What follows belongs to an exercise in optimizing a design on an open flow for small area, a short achievable clock period and few clock cycles per item; a production flow would make more cautious choices.
At most, simulation tests tie the RTL to the original design; equivalence was not proved.
No activity file was given, so power comes from the tool's default toggle rates.

==> flow/design.v (excerpt) <==
module iir_orde1_axis_wrapper #(
    parameter integer C_S_AXI_DATA_WIDTH = 32,
    parameter integer C_S_AXI_ADDR_WIDTH = 4,
    parameter integer DATA_WIDTH         = 32   
)(
    input  wire aclk,
    input  wire aresetn,   
    input  wire [DATA_WIDTH-1:0] s_axis_tdata,
    input  wire                  s_axis_tvalid,
    output wire                  s_axis_tready,
    input  wire                  s_axis_tlast,
    output wire [DATA_WIDTH-1:0] m_axis_tdata,
    output reg                   m_axis_tvalid,
    input  wire                  m_axis_tready,
    output reg                   m_axis_tlast,
    input  wire [C_S_AXI_ADDR_WIDTH-1:0] s_axi_awaddr,
    input  wire                          s_axi_awvalid,
    output wire                          s_axi_awready,
    input  wire [C_S_AXI_DATA_WIDTH-1:0] s_axi_wdata,
    input  wire [C_S_AXI_DATA_WIDTH/8-1:0] s_axi_wstrb,
    input  wire                          s_axi_wvalid,
    output wire                          s_axi_wready,
    output wire [1:0]                    s_axi_bresp,
    output wire                          s_axi_bvalid,
    input  wire                          s_axi_bready,
    input  wire [C_S_AXI_ADDR_WIDTH-1:0] s_axi_araddr,
    input  wire                          s_axi_arvalid,
    output wire                          s_axi_arready,
    output wire [C_S_AXI_DATA_WIDTH-1:0] s_axi_rdata,
    output wire [1:0]                    s_axi_rresp,
    output wire                          s_axi_rvalid,
    input  wire                          s_axi_rready
);
    reg [C_S_AXI_DATA_WIDTH-1:0] reg_ctrl;
    reg [C_S_AXI_DATA_WIDTH-1:0] reg_a0;
    reg [C_S_AXI_DATA_WIDTH-1:0] reg_a1;
    reg [C_S_AXI_DATA_WIDTH-1:0] reg_b1;
    reg axi_awready;
    reg axi_wready;
    reg axi_bvalid;
    reg axi_arready;
    reg [C_S_AXI_DATA_WIDTH-1:0] axi_rdata;
    reg axi_rvalid;
    reg aw_en;   
  ...
For scale: roughly 3,300 cells after synthesis, about 160 I/O pins.
export LEC_CHECK = 0
export CAP_MARGIN = 20
export CORE_MARGIN = 2
export CORE_UTILIZATION = 60
export SLEW_MARGIN = 20
create_clock -name core_clock -period 15.0 [get_ports {aclk}]
standard.sh (not shown) runs the stock make flow with config.mk's settings and CLKGATE_MAP_FILE= SYNTH_SCRIPT=/design/flow/synth_recipe.tcl, a recipe that flattens the netlist after the stock synthesis.
==> flow/flow/run.sh <==
#!/bin/bash
# The standard layout (the standard.sh, unchanged synthesis and SDC) with
# two changes to how ORFS builds it:
#  - the port buffers are plain buf_2 cells (ORFS otherwise picks a slow
#    delay-buffer cell for them); every port is still buffered;
#  - timing repair aims at a slack margin, so it works on the paths that
#    set the achieved period.
set -o pipefail
export SETUP_SLACK_MARGIN=10.7
export BUFFER_PORTS_ARGS="-inputs -outputs -buffer_cell sky130_fd_sc_hd__buf_2"
bash standard.sh > standard.log 2>&1
Testbench counts at the start, summed over its fixed seeds: cycles 8,320, items 4,096.
Change:
--- a/flow/flow/run.sh
+++ b/flow/flow/run.sh
@@ -8,3 +8,3 @@
 set -o pipefail
-export SETUP_SLACK_MARGIN=10.7
+export SETUP_SLACK_MARGIN=10.9
 export BUFFER_PORTS_ARGS="-inputs -outputs -buffer_cell sky130_fd_sc_hd__buf_2"
CORE_UTILIZATION = 40   (was 60)
After rerunning: The changed run ran to the end with no violations. Final cell count rises by 9.9%. Die area rises by 49%. Final area rises by about 2.2%. Setup slack is better by 57 ps. Power rises by about 0.6%. Clock power is about the same. Sequential share of layout area falls by 0.63 points. Combinational power barely changes. Maximum frequency rises by about 1.4%. Area after synthesis does not change.
Change:
--- a/flow/flow/run.sh
+++ b/flow/flow/run.sh
@@ -8,3 +8,3 @@
 set -o pipefail
-export SETUP_SLACK_MARGIN=10.9
+export SETUP_SLACK_MARGIN=10.8
 export BUFFER_PORTS_ARGS="-inputs -outputs -buffer_cell sky130_fd_sc_hd__buf_2"
The changed run completed with no timing, DRC or antenna violations; hold slack improved by 18 ps; count of clock-buffer cells in the layout rose by 12; area after synthesis is unchanged; sequential share of layout area climbs by 0.17 points; power drops by 0.61%; maximum frequency hardly moves; wire length hardly moves; design area goes down by 0.60%; global-route usage decreases by 0.25 points.
Change:
--- a/flow/flow/run.sh
+++ b/flow/flow/run.sh
@@ -8,3 +8,3 @@
 set -o pipefail
-export SETUP_SLACK_MARGIN=10.8
+export SETUP_SLACK_MARGIN=10.7
 export BUFFER_PORTS_ARGS="-inputs -outputs -buffer_cell sky130_fd_sc_hd__buf_2"
Die area does not change.
Non-clock buffer count is lower by 12.
Cell area is lower by 0.58%.
Clock power stays flat.

---

iir_orde1_axis_wrapper, a different RTL version from the one above (not shown whole).
For scale: about 3900 cells after synthesis, about 550 flip-flops, ~38000 µm² of cells after synthesis.
Settings: LEC_CHECK=0, CAP_MARGIN=20, CORE_MARGIN=2, CORE_UTILIZATION=40, SLEW_MARGIN=20; clock period 15.0 ns.
==> flow/flow/run.sh <==
#!/bin/bash
# The standard layout (the standard.sh, unchanged synthesis and SDC) with
# two changes to how ORFS builds it:
#  - the port buffers are plain buf_2 cells (ORFS otherwise picks a slow
#    delay-buffer cell for them); every port is still buffered;
#  - timing repair aims at a slack margin, so it works on the paths that
#    set the achieved period.
set -o pipefail
export SETUP_SLACK_MARGIN=10.5
export BUFFER_PORTS_ARGS="-inputs -outputs -buffer_cell sky130_fd_sc_hd__buf_2"
bash standard.sh > standard.log 2>&1
The baseline produced a clean layout.
==> next run, changes <==
==> flow/flow/run.sh (replaced) <==
#!/bin/bash
# The standard layout (the standard.sh, unchanged synthesis), with ORFS's
# timing repair aimed at a slack margin, so it works on the paths that set
# the achieved period. The SDC and every other setting stay as given.
set -o pipefail
export SETUP_SLACK_MARGIN=11.0
bash standard.sh > standard.log 2>&1
Effect: Maximum frequency goes down by 2.2%. Hold slack loses 0.026 ns. Utilization goes up by 2.4 points. Critical path depth goes up by 3. Cell area goes up by 5.4%.
==> next run, changes <==
--- a/flow/flow/run.sh
+++ b/flow/flow/run.sh
@@ -5,3 +5,3 @@
 set -o pipefail
-export SETUP_SLACK_MARGIN=11.0
+export SETUP_SLACK_MARGIN=10.5
 bash standard.sh > standard.log 2>&1
Effect: The changed run finished clean; cell area falls by a few percent; register-to-register slack got worse by 0.03 ns; routed wire length came out lower by a few percent; core utilization went down by 1.7 points; setup slack gets worse by 0.028 ns; clock power rises by a few percent; sequential share of layout area goes up by 0.65 points; sequential power increases slightly; synthesized cell count is unchanged.
Function was not checked in any run of this note: the RTL went through the layout flow alone.

---

PW:
iir_orde1_axis_wrapper, a different RTL version from the one above (not shown whole).
Size in the first run: about 3700 cells after synthesis, about 480 flip-flops, ~0.036 sq mm of cells after synthesis.
Design iir_orde1_axis_wrapper, start of the top module:
module iir_orde1_axis_wrapper #(
    parameter integer C_S_AXI_DATA_WIDTH = 32,
    parameter integer C_S_AXI_ADDR_WIDTH = 4,
    parameter integer DATA_WIDTH         = 32   
)(
    input  wire aclk,
    input  wire aresetn,   
    input  wire [DATA_WIDTH-1:0] s_axis_tdata,
    input  wire                  s_axis_tvalid,
    output wire                  s_axis_tready,
    input  wire                  s_axis_tlast,
    output wire [DATA_WIDTH-1:0] m_axis_tdata,
    output reg                   m_axis_tvalid,
    input  wire                  m_axis_tready,
    output reg                   m_axis_tlast,
    input  wire [C_S_AXI_ADDR_WIDTH-1:0] s_axi_awaddr,
    input  wire                          s_axi_awvalid,
    output wire                          s_axi_awready,
    input  wire [C_S_AXI_DATA_WIDTH-1:0] s_axi_wdata,
    input  wire [C_S_AXI_DATA_WIDTH/8-1:0] s_axi_wstrb,
    input  wire                          s_axi_wvalid,
    output wire                          s_axi_wready,
    output wire [1:0]                    s_axi_bresp,
    output wire                          s_axi_bvalid,
    input  wire                          s_axi_bready,
    input  wire [C_S_AXI_ADDR_WIDTH-1:0] s_axi_araddr,
    input  wire                          s_axi_arvalid,
    output wire                          s_axi_arready,
    output wire [C_S_AXI_DATA_WIDTH-1:0] s_axi_rdata,
    output wire [1:0]                    s_axi_rresp,
    output wire                          s_axi_rvalid,
    input  wire                          s_axi_rready
);
==> flow/config.mk <==
export PLATFORM = sky130hd
export DESIGN_NAME = iir_orde1_axis_wrapper
export DESIGN_NICKNAME = iir_orde1_axis_wrapper
export VERILOG_FILES = /design/flow/design.v
export SDC_FILE = /design/flow/constraint.sdc
export NUM_CORES = 4
export LEC_CHECK = 0
export CAP_MARGIN = 20
export CORE_MARGIN = 2
export CORE_UTILIZATION = 40
export SLEW_MARGIN = 20
==> flow/constraint.sdc <==
create_clock -name core_clock -period 15.0 [get_ports {aclk}]
set_input_delay 3.0000 -clock core_clock [delete_from_list [all_inputs] [get_ports {aclk}]]
set_output_delay 3.0000 -clock core_clock [all_outputs]
set_load 0.01 [all_outputs]
==> flow/flow/run.sh <==
#!/bin/bash
# The standard layout (the standard.sh, unchanged synthesis and SDC) with
# two changes to how ORFS builds it:
#  - the port buffers are plain buf_2 cells (ORFS otherwise picks a slow
#    delay-buffer cell for them); every port is still buffered;
#  - timing repair aims at a slack margin, so it works on the paths that
#    set the achieved period.
set -o pipefail
export SETUP_SLACK_MARGIN=10.3
export BUFFER_PORTS_ARGS="-inputs -outputs -buffer_cell sky130_fd_sc_hd__buf_2"
bash standard.sh > standard.log 2>&1
PW: no failed stages, no open violations at the end
The inputs of JK differ from those of PW as listed below.
--- a/flow/flow/run.sh
+++ b/flow/flow/run.sh
@@ -9 +9 @@
-export SETUP_SLACK_MARGIN=10.3
+export SETUP_SLACK_MARGIN=10.5
Notes after the runs:
- From PW to JK the numbers moved as follows: via density per instance dropped 0.35%, via count of the first global-routing pass dropped 502, area overhead of the layout relative to synthesis climbed 0.26 points, via count dropped about 0.43%.
- The final reports for JK and PW show total buffers and inverters traversed by the critical path lower in the former.
- As far as number of clock sinks seen by CTS goes, JK and PW are indistinguishable; the numbers are identical.
- Compared with PW, in JK proportion of cell area occupied by registers saw little to no change; largest incremental delay on the critical path saw a decrease.
- Global-route usage delta (PW -> JK): insignificant
- Comparing total area of sequential cells for PW and JK, the smaller number came from PW.
Function was not checked in any run of this note: the RTL went through the layout flow alone.

---

## before
iir_orde1_axis_wrapper, a different RTL version from the one above (not shown whole).
Size: about 3,400 cells after synthesis, roughly 460 flip-flops, ~160 I/O pins, about 35,000 µm² of cells after synthesis.
Settings: LEC_CHECK=0, ABC_CLOCK_PERIOD_IN_PS=4400, CAP_MARGIN=20, CORE_MARGIN=2, CORE_UTILIZATION=40, SLEW_MARGIN=20; clock period 15.0 ns.
==> flow/flow/run.sh <==
#!/bin/bash
# The standard layout (the standard.sh, unchanged synthesis and SDC) with
# two changes to how ORFS builds it:
#  - the port buffers are plain buf_2 cells (ORFS otherwise picks a slow
#    delay-buffer cell for them); every port is still buffered;
#  - timing repair aims at a slack margin, so it works on the paths that
#    set the achieved period.
set -o pipefail
export SETUP_SLACK_MARGIN=10.5
export BUFFER_PORTS_ARGS="-inputs -outputs -buffer_cell sky130_fd_sc_hd__buf_2"
bash standard.sh > standard.log 2>&1
Testbench counts of before, summed over its fixed seeds: cycles 8,320, items 4,096.
Relative to before, the following input files were edited for after:
- ABC_AREA newly set to 1
- ABC_CLOCK_PERIOD_IN_PS removed (was 4400)
## What came out
after against before: die boundary height went down, core occupancy in the finished layout went up, worst hold slack went down, final critical-path required period went up, period utilization went up.
Per the comparison of after with before, routability-driven placement congestion ratio moved up; area of the placeable core moved down; number of placed cells counting well taps moved up; first-pass GRT wire length moved up; ratio of routed vias to standard cells moved down.
As of after, cell area power density had risen by a few percent compared to before.
before ended up with core.ps[16]$_DFFE_PP_ as its end of the critical path; after ended up with core.ps[15]$_DFFE_PP_.

---

== willow ==
RTL: one of the versions met above, not the one the previous note started from.
Size in the first run: about 3300 cells after synthesis, roughly 490 flip-flops, ~0.035 mm^2 of cells after synthesis.
==> flow/config.mk <==
export PLATFORM = sky130hd
export DESIGN_NAME = iir_orde1_axis_wrapper
export DESIGN_NICKNAME = iir_orde1_axis_wrapper
export VERILOG_FILES = /design/flow/design.v
export SDC_FILE = /design/flow/constraint.sdc
export NUM_CORES = 4
export LEC_CHECK = 0
export CAP_MARGIN = 20
export CORE_MARGIN = 2
export CORE_UTILIZATION = 40
export PLACE_DENSITY = 0.75
export SLEW_MARGIN = 20
==> flow/constraint.sdc <==
create_clock -name core_clock -period 15.0 [get_ports {aclk}]
set_input_delay 3.0000 -clock core_clock [delete_from_list [all_inputs] [get_ports {aclk}]]
set_output_delay 3.0000 -clock core_clock [all_outputs]
set_load 0.01 [all_outputs]
==> flow/flow/run.sh <==
#!/bin/bash
# The standard layout (the standard.sh, unchanged synthesis and SDC) with
# two changes to how ORFS builds it:
#  - the port buffers are plain buf_2 cells (ORFS otherwise picks a slow
#    delay-buffer cell for them); every port is still buffered;
#  - timing repair aims at a slack margin, so it works on the paths that
#    set the achieved period.
set -o pipefail
export SETUP_SLACK_MARGIN=10.7
export BUFFER_PORTS_ARGS="-inputs -outputs -buffer_cell sky130_fd_sc_hd__buf_2"
bash standard.sh > standard.log 2>&1
Testbench counts of willow, summed over its fixed seeds: cycles 8,320, items 4,096.
> inputs changed (willow -> cedar)
-- flow/flow/run.sh --
<<< willow, line 9
export SETUP_SLACK_MARGIN=10.7
>>> cedar, line 9
export SETUP_SLACK_MARGIN=10.5
-- flow/config.mk --
<<< willow, line 11
export PLACE_DENSITY = 0.75
>>> cedar, line 11
==> run notes <==
Comparing willow and cedar, finished layout cell area is lower on cedar. Across both runs, clock-buffer cell count was higher for cedar than for willow. Total track usage essentially unchanged between willow and cedar. In the metrics for willow and cedar, the one carrying the lower cell count is cedar. Delta(number of antenna cells inserted, cedar - willow) > 0. In cedar, the non-clock buffer count came out 18% below the value in willow. Compared with willow, cedar shows a lower combinational gate power. What cedar reported for total design power has to be multiplied by 1.08 to get the figure for willow. The higher area growth from synthesis to final layout of willow and cedar is in willow.

---

RTL: one of the versions met above, not the one the previous note started from.
Size in the first run: ~460 flip-flops, ~35000 um2 of cells after synthesis.
==> flow/config.mk <==
export PLATFORM = sky130hd
export DESIGN_NAME = iir_orde1_axis_wrapper
export DESIGN_NICKNAME = iir_orde1_axis_wrapper
export VERILOG_FILES = /design/flow/design.v
export SDC_FILE = /design/flow/constraint.sdc
export NUM_CORES = 4
export LEC_CHECK = 0
export CAP_MARGIN = 20
export CORE_MARGIN = 2
export CORE_UTILIZATION = 40
export SLEW_MARGIN = 20
==> flow/constraint.sdc <==
create_clock -name core_clock -period 15.0 [get_ports {aclk}]
set_input_delay 3.0000 -clock core_clock [delete_from_list [all_inputs] [get_ports {aclk}]]
set_output_delay 3.0000 -clock core_clock [all_outputs]
set_load 0.01 [all_outputs]
==> flow/flow/run.sh <==
#!/bin/bash
# The standard layout (the standard.sh, unchanged synthesis and SDC) with
# two changes to how ORFS builds it:
#  - the port buffers are plain buf_2 cells (ORFS otherwise picks a slow
#    delay-buffer cell for them); every port is still buffered;
#  - timing repair aims at a slack margin, so it works on the paths that
#    set the achieved period.
set -o pipefail
export SETUP_SLACK_MARGIN=10.5
export MATCH_CELL_FOOTPRINT=0
export BUFFER_PORTS_ARGS="-inputs -outputs -buffer_cell sky130_fd_sc_hd__buf_2"
bash standard.sh > standard.log 2>&1
The starting point went through all stages and came out clean.
Testbench counts at the start, summed over its fixed seeds: cycles 8,320, items 4,096.
Then changed:
--- a/flow/flow/run.sh
+++ b/flow/flow/run.sh
@@ -9 +9 @@
-export SETUP_SLACK_MARGIN=10.5
+export SETUP_SLACK_MARGIN=10.8
After rerunning:
- clock skew went down by 0.023 ns
- utilization rose by 1.1 points
- clock-buffer cell count goes up by 4
- via count climbs by 1.5%
- sequential power barely changes
- area after synthesis stays the same
Then changed:
--- a/flow/flow/run.sh
+++ b/flow/flow/run.sh
@@ -9,2 +9 @@
-export SETUP_SLACK_MARGIN=10.8
-export MATCH_CELL_FOOTPRINT=0
+export SETUP_SLACK_MARGIN=10.5
What happened:
- The new run ran to the end with no violations
- routed wire length went down by 4.0%
- setup slack degrades by 0.055 ns
- cell count goes down by 0.72%
- global-route usage falls by 0.74 points
- die area is unchanged

port drivers added, routing unchanged:
In the flow no input, the clock included, has a driving cell. The finished layouts below were timed again as built, in two steps. Step 1 (the two cells are an assumption about what drives the block):
set clk [get_ports {aclk}]
set_driving_cell -lib_cell sky130_fd_sc_hd__clkbuf_16 $clk
set_driving_cell -lib_cell sky130_fd_sc_hd__buf_2 [delete_from_list [all_inputs] $clk]
Step 2 adds t to the input delays and takes it off the output delays; t is the mean of the earliest and latest rising clock arrival at the registers after step 1. Input paths then give back, and output paths get back, about the clock's delay inside the block. a / b / c = no drivers / after step 1 / after step 2; a / b = the first two.
| run | t, ns | setup slack, ns | worst slew at a driven data input, ns |
|---|---|---|---|
| the first run of note 1 | 0.681 | 10.714 / 10.696 / 10.104 | 0.08 |
| the second run of note 1 | 0.684 | 10.771 / 10.730 / 10.378 | 0.09 |
| the third run of note 1 | 0.668 | 10.766 / 10.744 / 10.227 | 0.09 |
| the fourth run of note 1 | 0.675 | 10.776 / 10.710 / 10.165 | 0.09 |
| the first run of note 2 | 0.699 | 10.555 / 10.555 / 10.035 | 0.07 |
| the second run of note 2 | 0.701 | 10.453 / 10.453 / 10.402 | 0.07 |
| the third run of note 2 | 0.705 | 10.426 / 10.426 / 9.915 | 0.09 |
| PW | 0.686 | 10.421 / 10.421 / 9.801 | 0.09 |
| JK | 0.691 | 10.540 / 10.540 / 10.004 | 0.08 |
| before | 0.677 | 10.565 / 10.565 / 10.032 | 0.09 |
| after | 0.675 | 10.456 / 10.456 / 10.000 | 0.07 |
| willow | 0.664 | 10.701 / 10.701 / 10.164 | 0.09 |
| cedar | 0.664 | 10.522 / 10.522 / 10.053 | 0.09 |
| the first run of note 6 | 0.677 | 10.565 / 10.565 / 10.032 | 0.09 |
| the second run of note 6 | 0.678 | 10.620 / 10.620 / 10.275 | 0.07 |
| the third run of note 6 | 0.677 | 10.565 / 10.565 / 10.032 | 0.09 |
After both steps every run listed still meets setup and hold. The setup slack of PW, which loses most, moves by 0.000 ns with the drivers and by -0.620 ns with both steps.
